From an optimization exercise on the open Yosys and OpenROAD flow, aimed at small area and a short achievable clock period; shortcuts taken in it are not production practice. In this exercise RTL edits were held to simulation tests only and were not proved equivalent to the original.

==> run a <==
==> flow/design.v <==
module rr_gnt_dec(input v, input [3:0] w_n, output [15:0] gnt);
  wire [3:0] w    = ~w_n;
  wire [3:0] lo_n = ~({4{v}} & (4'b0001 << w[1:0]));
  wire [3:0] hi_n = ~(4'b0001 << w[3:2]);
  genvar i;
  generate
    for (i = 0; i < 16; i = i + 1) begin : g
      assign gnt[i] = ~(hi_n[i / 4] | lo_n[i % 4]);
    end
  endgenerate
endmodule
module rr_next(input [15:0] req, input [3:0] w_n, output [3:0] w_n_nxt, output any);
  wire [3:0]  w  = ~w_n;
  wire [15:0] hi = req & (16'hFFFE << w);
  function [3:0] lowest(input [15:0] x);
    integer i;
    begin
      lowest = 4'd0;
      for (i = 15; i >= 0; i = i - 1)
        if (x[i]) lowest = i;
    end
  endfunction
  assign any     = |req;
  assign w_n_nxt = ~((|hi) ? lowest(hi) : any ? lowest(req) : w);
endmodule
module RR_arbiter(input clk, rst, input [15:0] req, output [15:0] gnt);
  reg        v;
  reg  [3:0] w_n;
  wire [3:0] w_n_nxt;
  wire       any;
  rr_gnt_dec u_dec (.v(v), .w_n(w_n), .gnt(gnt));
  rr_next    u_nxt (.req(req), .w_n(w_n), .w_n_nxt(w_n_nxt), .any(any));
  always @(posedge clk or posedge rst) begin
    if (rst) begin
      v   <= 1'b0;
      w_n <= 4'd0;
    end else begin
      v   <= any;
      w_n <= w_n_nxt;
    end
  end
endmodule
==> flow/flow/run.sh <==
#!/bin/bash
# The standard layout with two changes:
#  - synthesis maps the logic with the ABC script in flow/abc.script instead of
#    ORFS's abc_area.script (the registers and their names are untouched: they
#    are mapped before ABC runs);
#  - the port buffers are the smallest plain buffer, buf_1.
set -euo pipefail
W=$PWD
rm -rf "$W/scripts"
cp -r "$FLOW_HOME/scripts" "$W/scripts"
cp "$W/flow/abc.script" "$W/scripts/abc_area.script"
export BUFFER_PORTS_ARGS="-buffer_cell sky130_fd_sc_hd__buf_1"
SCRIPTS_DIR="$W/scripts" bash standard.sh synth > synth.log 2>&1
bash standard.sh > standard.log 2>&1
==> flow/flow/abc.script <==
strash
&get -n
&deepsyn -J 200 -S 5
&put
map
==> flow/standard.sh <==
#!/bin/bash
# synth_recipe.tcl (not shown) runs the flow's synth.tcl, then flattens the netlist and writes it again
# the make line also repeats each setting of config.mk as NAME=value (left out here)
make -C /OpenROAD-flow-scripts/flow DESIGN_CONFIG=/design/flow/config.mk WORK_HOME=/design/flow/orfs CLKGATE_MAP_FILE= SYNTH_SCRIPT=/design/flow/synth_recipe.tcl "${@:-finish}"
==> flow/config.mk <==
export PLATFORM = sky130hd
export DESIGN_NAME = RR_arbiter
export DESIGN_NICKNAME = RR_arbiter
export VERILOG_FILES = /design/flow/design.v
export SDC_FILE = /design/flow/constraint.sdc
export NUM_CORES = 4
export LEC_CHECK = 0
export ABC_AREA = 1
export CAP_MARGIN = 20
export CORE_AREA = 2 2 60 60
export CTS_BUF_LIST = sky130_fd_sc_hd__clkbuf_2
export CTS_CLUSTER_DIAMETER = 100
export CTS_CLUSTER_SIZE = 10
export DIE_AREA = 0 0 62 62
export SLEW_MARGIN = 20
export SYNTH_HIERARCHICAL = 1
export SYNTH_MINIMUM_KEEP_SIZE = 0
==> flow/constraint.sdc <==
create_clock -name core_clock -period 10.0 [get_ports {clk}]
set_input_delay 2.0000 -clock core_clock [delete_from_list [all_inputs] [get_ports {clk}]]
set_output_delay 2.0000 -clock core_clock [all_outputs]
set_load 0.01 [all_outputs]
==> run b: changes against run a <==
==> flow/design.v (replaced) <==
module rr_gnt_dec(input v, input [3:0] p, output [15:0] gnt);
  wire [3:0] lo_n = ~({4{v}} & (4'b0001 << p[1:0]));
  wire [3:0] hi_n = ~(4'b0001 << p[3:2]);
  genvar i;
  generate
    for (i = 0; i < 16; i = i + 1) begin : g
      assign gnt[i] = ~(hi_n[((i + 1) % 16) / 4] | lo_n[(i + 1) % 4]);
    end
  endgenerate
endmodule
module rr_next(input [15:0] req, input [3:0] p, output [3:0] p_nxt);
  wire [15:0] hi = req & (16'hFFFF << p);
  function [3:0] lowest_plus1(input [15:0] x);
    integer i;
    begin
      lowest_plus1 = 4'd1;
      for (i = 15; i >= 0; i = i - 1)
        if (x[i]) lowest_plus1 = i + 1;
    end
  endfunction
  assign p_nxt = (|hi) ? lowest_plus1(hi) : (|req) ? lowest_plus1(req) : p;
endmodule
module RR_arbiter(input clk, rst, input [15:0] req, output [15:0] gnt);
  reg        v;
  reg  [3:0] p;
  wire [3:0] p_nxt;
  rr_gnt_dec u_dec (.v(v), .p(p), .gnt(gnt));
  rr_next    u_nxt (.req(req), .p(p), .p_nxt(p_nxt));
  always @(posedge clk or posedge rst) begin
    if (rst) begin
      v <= 1'b0;
      p <= 4'd0;
    end else begin
      v <= |req;
      p <= p_nxt;
    end
  end
endmodule
==> flow/flow/run.sh (replaced) <==
#!/bin/bash
set -euo pipefail
export BUFFER_PORTS_ARGS="-buffer_cell sky130_fd_sc_hd__buf_1"
export SETUP_SLACK_MARGIN=7.2
bash standard.sh > standard.log 2>&1
CTS_BUF_LIST = default   (was sky130_fd_sc_hd__clkbuf_2)
CTS_CLUSTER_DIAMETER = default   (was 100)
CTS_CLUSTER_SIZE = default   (was 10)
removed: flow/flow/abc.script
==> run c: changes against run a <==
==> flow/flow/abc.script (replaced) <==
strash
&get -n
&deepsyn -J 200 -S 3
&put
map -a
topo
stime -c
upsize -c
dnsize -c
CTS_BUF_LIST = default   (was sky130_fd_sc_hd__clkbuf_2)
CTS_CLUSTER_DIAMETER = default   (was 100)
CTS_CLUSTER_SIZE = default   (was 10)
==> reports/metrics.csv <==
stage,metric,value,unit
critical_path,reg2reg setup slack,7.89,ns
run_status,outcome,"complete, no violations",
placed_design,Detail Placement HPWL,1.87,mm
cts,post-cts sizing count,0,
final_layout,count of multi-input gates,98,
critical_path,Critical Path Slowest Stage Cell,dfrtp_1,
synth,Synth top area share,18.1,%
grt,met1 Track Usage GR,17.1,%
final_layout,most frequent cells in the layout,"33 x buf_1, 28 x nor2_1, 21 x clkinv_1",
final_layout,final instance area,893,um2
synth,Avg Inst Size Synth,5.58,um2
# the run above: run a

==> reports/metrics.csv <==
stage,metric,value,unit
final_layout,final instance area,1390,um2
critical_path,reg2reg setup slack,8.08,ns
run_status,outcome,"complete, no violations",
final_layout,most frequent cells in the layout,"42 x nand2_1, 22 x nor2_2, 21 x nor2_1",
synth,Synth top area share,22.2,%
final_layout,count of multi-input gates,134,
# the run above: run b

==> reports/metrics.csv <==
stage,metric,value,unit
grt,met1 Track Usage GR,16.9,%
synth,Avg Inst Size Synth,5.56,um2
final_layout,most frequent cells in the layout,"33 x buf_1, 30 x nor2_1, 17 x nand2_1",
cts,post-cts sizing count,0,
final_layout,final instance area,936,um2
run_status,outcome,"complete, no violations",
# the run above: run c

what the ideal ports hide:
No port has a modelled driver above. Below, the same layouts with a new extraction and two added sets of constraints.
Step 1 (the two cells are an assumption about what drives the block):
set clk [get_ports {clk}]
set_driving_cell -lib_cell sky130_fd_sc_hd__clkbuf_16 $clk
set_driving_cell -lib_cell sky130_fd_sc_hd__buf_2 [delete_from_list [all_inputs] $clk]
Step 2 moves the port delays by t, midway between the first and last clock arrival at a register: inputs arrive t later, outputs are due t later. That takes back most of the time a late clock gives input paths.
Three values: ideal, step 1, step 2; two values: the first two.
run | shift t [ns] | setup slack, ns | hold WS [ns] | latest minus earliest clock arrival (ns) | pins driven straight from the clock port
run a | 0.230 | 6.661 / 6.645 / 6.476 | 0.789 / 0.789 / 0.789 | 0.003 / 0.003 | 1
run b | 0.251 | 6.867 / 6.849 / 6.684 | 0.838 / 0.838 / 0.838 | 0.004 / 0.003 | 1
run c | 0.249 | 6.703 / 6.699 / 6.449 | 0.787 / 0.787 / 0.787 | 0.001 / 0.001 | 1
After both steps every run listed still meets setup and hold. For run c, which loses most, drivers alone change the setup slack by -0.004 ns; drivers and shift together by -0.254 ns.
